This design comes from an exercise in tuning for small area, a short achievable clock period and few clock cycles on the open sky130 flow, not from production work. In this exercise RTL edits were held to simulation tests only and were not proved equivalent to the original. No activity file was given, so power comes from the tool's default toggle rates.

**flow/design.v**
```verilog
`timescale 1ns / 1ps
module Register_File (
    input clk,
    input [4:0] i_rs1,
    input [4:0] i_rs2,
    output [32-1:0] o_data1,
    output [32-1:0] o_data2,
    input i_we,
    input [4:0] i_rd,
    input [32-1:0] i_wd
);
  reg [32-1:0] GPRs[31:1];
  assign o_data1 = (i_rs1 == 5'd0) ? 32'd0 : GPRs[i_rs1];
  assign o_data2 = (i_rs2 == 5'd0) ? 32'd0 : GPRs[i_rs2];
  always @(posedge clk) begin
    if (i_we) GPRs[i_rd] <= i_wd;
  end
endmodule
`timescale 1ns / 1ps
module Cpu (
    input clk,
    input rstn,
    output [32-1:0] pc,
    input [32-1:0] inst,
    input [32-1:0] pc_copy,
    output read_en,
    output [32-1:0] read_addr,
    input [32-1:0] read_data,
    output write_en,
    output [32-1:0] write_addr,
    output [32-1:0] write_data,
    output [1:0] write_len
);
  reg [31:2] pc_q;   
  reg dv;   
  reg e_valid;
  reg [31:0] e_a, e_b, e_x;   
  reg [4:0] e_rd;
  reg e_wen, e_ld, e_st, e_br, e_jalr, e_fx;
  reg e_bf;   
  reg ft;   
  reg [2:0] e_f3;
  reg [4:0] e_sh;   
  reg e_sgn;   
  reg e_beq;   
  reg e_binv;   
  reg e_sra;
  reg r_add, r_sub, r_sll, r_srl, r_slt, r_xor, r_or, r_and, r_link;
  reg ren_q, wen_q;
  reg [31:0] addr_q, wdata_q;
  reg [1:0] wlen_q;
  reg m_wen, m_ld;
  reg [4:0] m_rd;
  reg [2:0] m_f3;
  reg [31:0] m_res;
  reg w_wen, w_ld;
  reg [4:0] w_rd;
  reg [2:0] w_f3;
  reg [31:0] w_res;
  assign pc = {pc_q, 2'b00};
  assign read_en = ren_q;
  assign read_addr = addr_q;
  assign write_en = wen_q;
  assign write_addr = addr_q;
  assign write_data = wdata_q;
  assign write_len = wlen_q;
  wire [31:0] ld_data = w_f3[1] ? read_data :
                        w_f3[0] ? {{16{~w_f3[2] & read_data[15]}}, read_data[15:0]} :
                                  {{24{~w_f3[2] & read_data[7]}}, read_data[7:0]};
  wire [31:0] wb_data = w_ld ? ld_data : w_res;
  wire [31:0] sum = e_a + e_b;
  wire [31:0] dif = e_a - e_b;
  wire [31:0] ca = {e_a[31] ^ e_sgn, e_a[30:0]};
  wire [31:0] cb = {e_b[31] ^ e_sgn, e_b[30:0]};
  wire [31:0] g0 = ~ca & cb;
  wire [31:0] e0 = ~(ca ^ cb);
  wire [15:0] g1, e1;
  wire [7:0] g2, e2;
  wire [3:0] g3, e3;
  wire [1:0] g4, e4;
  genvar gi;
  generate
    for (gi = 0; gi < 16; gi = gi + 1) begin : cmp1
      assign g1[gi] = g0[2*gi+1] | (e0[2*gi+1] & g0[2*gi]);
      assign e1[gi] = e0[2*gi+1] & e0[2*gi];
    end
    for (gi = 0; gi < 8; gi = gi + 1) begin : cmp2
      assign g2[gi] = g1[2*gi+1] | (e1[2*gi+1] & g1[2*gi]);
      assign e2[gi] = e1[2*gi+1] & e1[2*gi];
    end
    for (gi = 0; gi < 4; gi = gi + 1) begin : cmp3
      assign g3[gi] = g2[2*gi+1] | (e2[2*gi+1] & g2[2*gi]);
      assign e3[gi] = e2[2*gi+1] & e2[2*gi];
    end
    for (gi = 0; gi < 2; gi = gi + 1) begin : cmp4
      assign g4[gi] = g3[2*gi+1] | (e3[2*gi+1] & g3[2*gi]);
      assign e4[gi] = e3[2*gi+1] & e3[2*gi];
    end
  endgenerate
  wire lt = g4[1] | (e4[1] & g4[0]);
  wire eq = e4[1] & e4[0];
  function [31:0] rev32(input [31:0] v);
    integer k;
    for (k = 0; k < 32; k = k + 1) rev32[k] = v[31-k];
  endfunction
  wire [31:0] sh_in = r_sll ? rev32(e_a) : e_a;
  wire [31:0] srx = $signed({e_sra & sh_in[31], sh_in}) >>> e_sh;
  wire [31:0] sll = rev32(srx);
  wire [31:0] e_res = ({32{r_add}} & sum) | ({32{r_sub}} & dif) | ({32{r_sll}} & sll) |
                      ({32{r_srl}} & srx) | {31'd0, r_slt & lt} | ({32{r_xor}} & (e_a ^ e_b)) |
                      ({32{r_or}} & (e_a | e_b)) | ({32{r_and}} & (e_a & e_b)) | ({32{r_link}} & e_x);
  wire cond = e_beq ? eq : lt;
  wire taken = cond ^ e_binv;   
  wire redir = e_valid & (e_jalr | (e_bf & taken));
  wire bt = ft & taken;   
  wire bn = ft & ~taken;   
  wire [31:2] redir_pc = e_jalr ? sum[31:2] : e_x[31:2];
  wire [4:0] op = inst[6:2];
  wire d_lui = op == 5'b01101;
  wire d_auipc = op == 5'b00101;
  wire d_jal = op == 5'b11011;
  wire d_jalr = op == 5'b11001;
  wire d_br = op == 5'b11000;
  wire d_ld = op == 5'b00000;
  wire d_st = op == 5'b01000;
  wire d_opi = op == 5'b00100;
  wire d_op = op == 5'b01100;
  wire [4:0] rs1 = inst[19:15];
  wire [4:0] rs2 = inst[24:20];
  wire [4:0] rd = inst[11:7];
  wire [2:0] f3 = inst[14:12];
  wire [31:0] imm_i = {{20{inst[31]}}, inst[31:20]};
  wire [31:0] imm_s = {{20{inst[31]}}, inst[31:25], inst[11:7]};
  wire [31:0] imm_b = {{20{inst[31]}}, inst[7], inst[30:25], inst[11:8], 1'b0};
  wire [31:0] imm_u = {inst[31:12], 12'd0};
  wire [31:0] imm_j = {{12{inst[31]}}, inst[19:12], inst[20], inst[30:21], 1'b0};
  wire [31:0] pc_b = pc_copy + imm_b;
  wire [31:0] pc_j = pc_copy + imm_j;
  wire [31:0] pc_u = {pc_copy[31:12] + inst[31:12], pc_copy[11:0]};
  wire [31:0] pc_4 = pc_copy + 32'd4;
  wire use_rs1 = ~(d_lui | d_auipc | d_jal);
  wire use_rs2 = d_op | d_br;   
  wire d_wen = (rd != 5'd0) & ~(d_br | d_st);
  wire d_pred = d_jal | (d_br & inst[31]);   
  wire [31:0] rf1, rf2;
  wire e_fwd = e_valid & e_wen & ~e_ld;
  wire m_fwd = m_wen & ~m_ld;
  wire [31:0] v1 = (e_fwd && e_rd == rs1) ? e_res : (m_fwd && m_rd == rs1) ? m_res :
                   (w_wen && w_rd == rs1) ? wb_data : rf1;
  wire [31:0] v2 = (e_fwd && e_rd == rs2) ? e_res : (m_fwd && m_rd == rs2) ? m_res :
                   (w_wen && w_rd == rs2) ? wb_data : rf2;
  wire e_ldw = e_valid & e_ld & e_wen;
  wire m_ldw = m_wen & m_ld;
  wire hz_e = e_ldw & ((use_rs1 & rs1 == e_rd) | ((use_rs2 | d_st) & rs2 == e_rd));
  wire hz_m = m_ldw & ((use_rs1 & rs1 == m_rd & ~(e_fwd & rs1 == e_rd)) | (use_rs2 & rs2 == m_rd & ~(e_fwd & rs2 == e_rd)));
  wire fx_m = m_ldw & d_st & (rs2 == m_rd) & ~(e_fwd & rs2 == e_rd);   
  wire d_ok = dv & ~redir & ~bt;
  wire hz = hz_e | hz_m | (bn & d_pred);
  wire replay = d_ok & hz;
  wire d_go = d_ok & ~hz;
  wire predict = d_go & d_pred;
  wire pbb = d_go & d_br & inst[31];   
  wire [31:0] a_n = d_auipc ? pc_u : d_jal ? pc_4 : d_lui ? 32'd0 : v1;
  wire [31:0] b_n = (d_op | d_br) ? v2 : d_st ? imm_s : d_lui ? imm_u : (d_jal | d_auipc) ? 32'd0 : imm_i;
  wire [31:0] x_n = d_st ? v2 : (d_jalr | (d_br & inst[31])) ? pc_4 : pc_b;
  Register_File register_file_inst (
      .clk(clk),
      .i_rs1(rs1),
      .i_rs2(rs2),
      .o_data1(rf1),
      .o_data2(rf2),
      .i_we(w_wen),
      .i_rd(w_rd),
      .i_wd(wb_data)
  );
  always @(posedge clk or negedge rstn) begin
    if (!rstn) begin
      pc_q <= 30'd0;
      dv <= 1'b0;
      ft <= 1'b0;
      e_valid <= 1'b0;
      ren_q <= 1'b0;
      wen_q <= 1'b0;
      m_wen <= 1'b0;
      w_wen <= 1'b0;
    end else begin
      pc_q <= redir ? redir_pc : replay ? pc_copy[31:2] : predict ? (d_jal ? pc_j[31:2] : pc_b[31:2]) :
              bn ? pc_4[31:2] : pc_q + 30'd1;
      dv <= ~(redir | replay | (predict & ~pbb) | bn);
      ft <= pbb;
      e_valid <= d_go;
      ren_q <= e_valid & e_ld;
      wen_q <= e_valid & e_st;
      m_wen <= e_valid & e_wen;
      w_wen <= m_wen;
    end
  end
  always @(posedge clk) begin
    e_a <= a_n;
    e_b <= b_n;
    e_x <= x_n;
    e_rd <= rd;
    e_wen <= d_wen & (d_lui | d_auipc | d_jal | d_jalr | d_ld | d_opi | d_op);
    e_ld <= d_ld;
    e_st <= d_st;
    e_br <= d_br;
    e_jalr <= d_jalr;
    e_bf <= d_br & ~inst[31];
    e_fx <= fx_m;
    e_f3 <= f3;
    e_sh <= (d_op | d_opi) & f3[1:0] == 2'b01 ? b_n[4:0] : 5'd0;
    e_sgn <= d_br ? ~f3[1] : ~f3[0];
    e_beq <= ~f3[2];
    e_binv <= f3[0];
    e_sra <= inst[30] & f3[2];
    r_add <= ~(d_op | d_opi | d_jalr) | ((d_op | d_opi) & f3 == 3'b000 & ~(d_op & inst[30]));
    r_sub <= d_op & f3 == 3'b000 & inst[30];
    r_sll <= (d_op | d_opi) & f3 == 3'b001;
    r_srl <= (d_op | d_opi) & f3 == 3'b101;
    r_slt <= (d_op | d_opi) & f3[2:1] == 2'b01;
    r_xor <= (d_op | d_opi) & f3 == 3'b100;
    r_or <= (d_op | d_opi) & f3 == 3'b110;
    r_and <= (d_op | d_opi) & f3 == 3'b111;
    r_link <= d_jalr;
    addr_q <= sum;
    wdata_q <= e_fx ? ld_data : e_x;
    wlen_q <= e_f3[1:0];
    m_rd <= e_rd;
    m_ld <= e_ld;
    m_f3 <= e_f3;
    m_res <= e_res;
    w_rd <= m_rd;
    w_ld <= m_ld;
    w_f3 <= m_f3;
    w_res <= m_res;
  end
endmodule
```
**flow/constraint.sdc**
```tcl
create_clock -name core_clock -period 8.0 [get_ports {clk}]
set_input_delay 1.6000 -clock core_clock [delete_from_list [all_inputs] [get_ports {clk}]]
set_output_delay 1.6000 -clock core_clock [all_outputs]
set_load 0.01 [all_outputs]
```
**flow/config.mk**
```make
export PLATFORM = sky130hd
export DESIGN_NAME = Cpu
export DESIGN_NICKNAME = Cpu
export VERILOG_FILES = /design/flow/design.v
export SDC_FILE = /design/flow/constraint.sdc
export NUM_CORES = 4
export LEC_CHECK = 0
export ABC_AREA = 1
export CAP_MARGIN = 20
export CORE_MARGIN = 2
export CORE_UTILIZATION = 55
export SETUP_SLACK_MARGIN = 4.5
export SLEW_MARGIN = 20
```
**flow/run.sh**
```bash
#!/bin/bash
# synth_recipe.tcl (not shown) runs the flow's synth.tcl, then flattens the netlist and writes it again
# the make line also repeats each setting of config.mk as NAME=value (left out here)
make -C /OpenROAD-flow-scripts/flow DESIGN_CONFIG=/design/flow/config.mk WORK_HOME=/design/flow/orfs CLKGATE_MAP_FILE= SYNTH_SCRIPT=/design/flow/synth_recipe.tcl finish
```
==> results.toml <==
[drt]
drtIter0Drc = 16400
drtPass1Iterations = 10
drc = 0
via_count = 78520
ant_nets = 0
avgViaCountPerCell = 7.228
drt-wirelength-per-cell_um = 34.24
wirelength_um = 372000

[setup_path]
cp-end-kind = "flop"
criticalPathCategory = "reg2reg"
setup.worst_path.start_class = "flop"
crit_arrival_ns = 4.35
cp.required_ns = 8.63
critPathMaxFanout = 8

[timing]
final-hold-violation-count = 0
fin_crit_sh = 0.4652
final_max_slew_viol_count = 0
tightest_slew_ns = 1.213
final.min_clock_period_ns = 3.721
finalClockSkew_ns = 0.06185
rsz0062_at_grt = "true"
max_freq_ghz = 0.2687
relSlewSlack = 0.1913
fin_setup_tns_ns = 0
setup_viol = 0

[synthesis]
ys_types = 73
syn_area_per_cell_um2 = 8.423
synthFlopType = "edfxtp_1"
synth-edff-count = 992
syn_area_mm2 = 0.07449
yosys_warnings = 2
seq_area_frac_synth = 0.4854
ys_seq_elements = 1301
yosys.area.top_type = "edfxtp_1"
syn_inst = 8844
synthTopCellsByArea = "edfxtp_1 40%, o21ai_0 7.6%, dfxtp_1 7.3%, nand2_1 6.7%, a21oi_1 6.0%"
ys_async_sr_fraction = 0.02844
synth_top_area_frac = 0.3999

[outcome]
status = "finished clean"

[global_route]
grt_pass1_vias = 70290
grt_max_degree = 113
antenna_found_initial = 16
grtUsageTotal = 0.5068
grt_pass1_wl_um = 501100
overflow = 0

[layout]
final_common_cell = "nand2_1"
drive_gt1_frac = 0.1437
fin_util = 0.6598
fillCellCount = 10750
nets = 9247
design_area_mm2 = 0.08904
syn_to_final_growth_pct = 19.54
layout_common_cells = "1,275 x nand2_1, 1,038 x o21ai_0, 992 x edfxtp_1, 834 x a21oi_1, 801 x nand3_1"

[clock_tree]
cts_tree = "yes"
cts-root-buf = "clkbuf_16"
htree_levels = 4
cts_sinks = 1301
cts_inserted_buffers = 139
hold_buffers = 0
clk_latency_ns = 0.82
clkSlewWorstSetupHoldPaths_ns = 0.07
clock_path_buffers = 3

[placement]
dpl.hpwl_um = 222400
routabilityCongestion = 1.090
dpl_cell_area_mm2 = 0.07786
place.port_buffers = 225

[floorplanning]
die-area_mm2 = 0.1384
io_pins = 230
initial_core_util = 0.5519
die_h_um = 372.0
core_mm2 = 0.1350
rows = 135
chipWidth_um = 372.0

[power]
p_leak_nw = 33.62
p_per_area_mw_per_mm2 = 247.6
vdd_drop_max_v = 0.0002882

[job]
drv_cap = 0

[hold_path]
min_path_type = "reg2reg"
## cell usage after synthesis (34+ instances only)
master     count
o211ai_1     164
o2111ai_1    106
ha_1         190
dfrtp_1       37
edfxtp_1     992
o21ai_1       37
dfxtp_1      272
a211oi_1      35
o221ai_1     164
nand4_1       42
a31oi_1       51
xor2_1        95
buf_1         68
inv_2         36
nand2_1     1329
clkbuf_1     374
a21oi_1      887
nor3_1        41
buf_2        160
o22ai_1      142
nor2_1       663
o21ai_0     1130
inv_1        678
nand3_1      841
xnor2_1       34
buf_4         53
## metal layers
metal	GRT usage	routed length, um	vias to the layer above
li1	-	-	31680
met1	0.6715	127000	36720
met2	0.7028	147500	8217
met3	0.1779	66470	1894
met4	0.3233	30870	14
met5	0	149	-
## cell type report
cell class,instances,area [um^2],area share
sequential,1301,36280,0.4074
tap,1781,2228,0.02503
antenna,21,52.55,0.0005902
timing repair buffer,599,7062,0.07931
timing repair inverter,14,123.9,0.001391
multi-input combinational,6176,35920,0.4034
clock inverter,64,646.9,0.007265
inverter,723,3007,0.03377
clock buffer,185,3725,0.04183
## stage by stage
step	setup WS (ns)	power [mW]	cells	hold WS (ns)
detailed placement	2.344	14.52	10350	0.3136
global placement	2.278	14.46	10350	0.3129
floorplan	4.256	11.86	8845	0.3096
finish	4.279	22.05	10860	0.3269
global route	4.400	22.45	10840	0.3305
CTS	4.456	21.21	10720	0.3274
## kinds of logic after synthesis
| family | synth area share |
|---|---|
| other | 0.00005034 |
| muxes | 0.001243 |
| buffers and inverters | 0.07502 |
| DFF | 0.4854 |
| adders and majority gates | 0.03326 |
| and+or+nand+nor | 0.1747 |
| xor gates and xnor gates | 0.01539 |
| AOI/OAI and AO/OA | 0.2149 |
## worst paths after layout
path | from | end | slack (ns) | cells after the start
hold reg to reg | e_f3[1] | m_f3[1] | 0.33 | 0
max in group asynchronous | rstn | pc_q[20] | 6.27 | 1
min in group asynchronous | rstn | wen_q | 0.99 | 1
setup reg to reg | e_a[2] | e_a[5] | 4.28 | 14
hold / removal | e_f3[1] | m_f3[1] | 0.33 | 0
setup / recovery | e_a[2] | e_a[5] | 4.28 | 14
## state kept, by name, indices dropped and copies added (netlist names), 5 cells and up
register,count
addr_q,32
e_a,32
e_b,32
e_rd,5
e_sh,5
e_x,32
m_rd,5
m_res,32
pc_q,30
register_file_inst.GPRs,992
w_rd,5
w_res,32
wdata_q,32
## power by group
group          switching [mW]  leakage, nW  total [mW]  internal, mW
registers               0.475         11.6        8.95          8.48
clock network            2.93         2.12        6.35          3.42
logic                    4.66         19.9        6.75          2.08
total                    8.07         33.6        22.0          14.0
## timing repair
| item | in CTS | in global routing |
|---|---|---|
| setup buffers | 72 | 97 |
| endpoints found under the setup margin | 548 | 252 |
| hold endpoints to repair | 0 | 0 |
| resized for setup | 719 | 388 |
| pin swaps | 47 | 80 |
| cloned | 48 | 26 |
## critical path, cell delays in order (launching register included)
cell and delay, ns:
dfxtp_4 0.41, inv_1 0.11, ha_4 0.30, a21oi_1 0.13, nand2_1 0.13, a21oi_1 0.18, buf_4 0.21, buf_4 0.13
xor2_1 0.19, inv_1 0.18, nor2_1 0.07, nor4_2 0.40, nand3_1 0.43, o211ai_1 0.50, a21oi_1 0.14
Testbench counts, summed over its fixed seeds: cycles 34,997.

static timing again, ports no longer ideal:
The results above use ideal ports. As a check the final layout listed here was re-extracted and re-timed, cells and wires unchanged.
Step 1 (the two cells are an assumption about what drives the block):
set clk [get_ports {clk}]
set_driving_cell -lib_cell sky130_fd_sc_hd__clkbuf_16 $clk
set_driving_cell -lib_cell sky130_fd_sc_hd__buf_2 [delete_from_list [all_inputs] $clk]
Step 2 adds t to the input delays and takes it off the output delays; t is the mean of the earliest and latest rising clock arrival at the registers after step 1. Input paths then give back, and output paths get back, about the clock's delay inside the block.
Three values: ideal, step 1, step 2; two values: the first two.
shift t [ns]: 0.870
slack for setup (ns): 4.279 / 4.076 / 3.206
worst register clock-pin slew, ns: 0.07 / 0.07
worst data-port slew with drivers (ns): 0.51
After both steps this run still meets setup and hold. For this run, drivers alone change the setup slack by -0.203 ns; drivers and shift together by -1.073 ns.
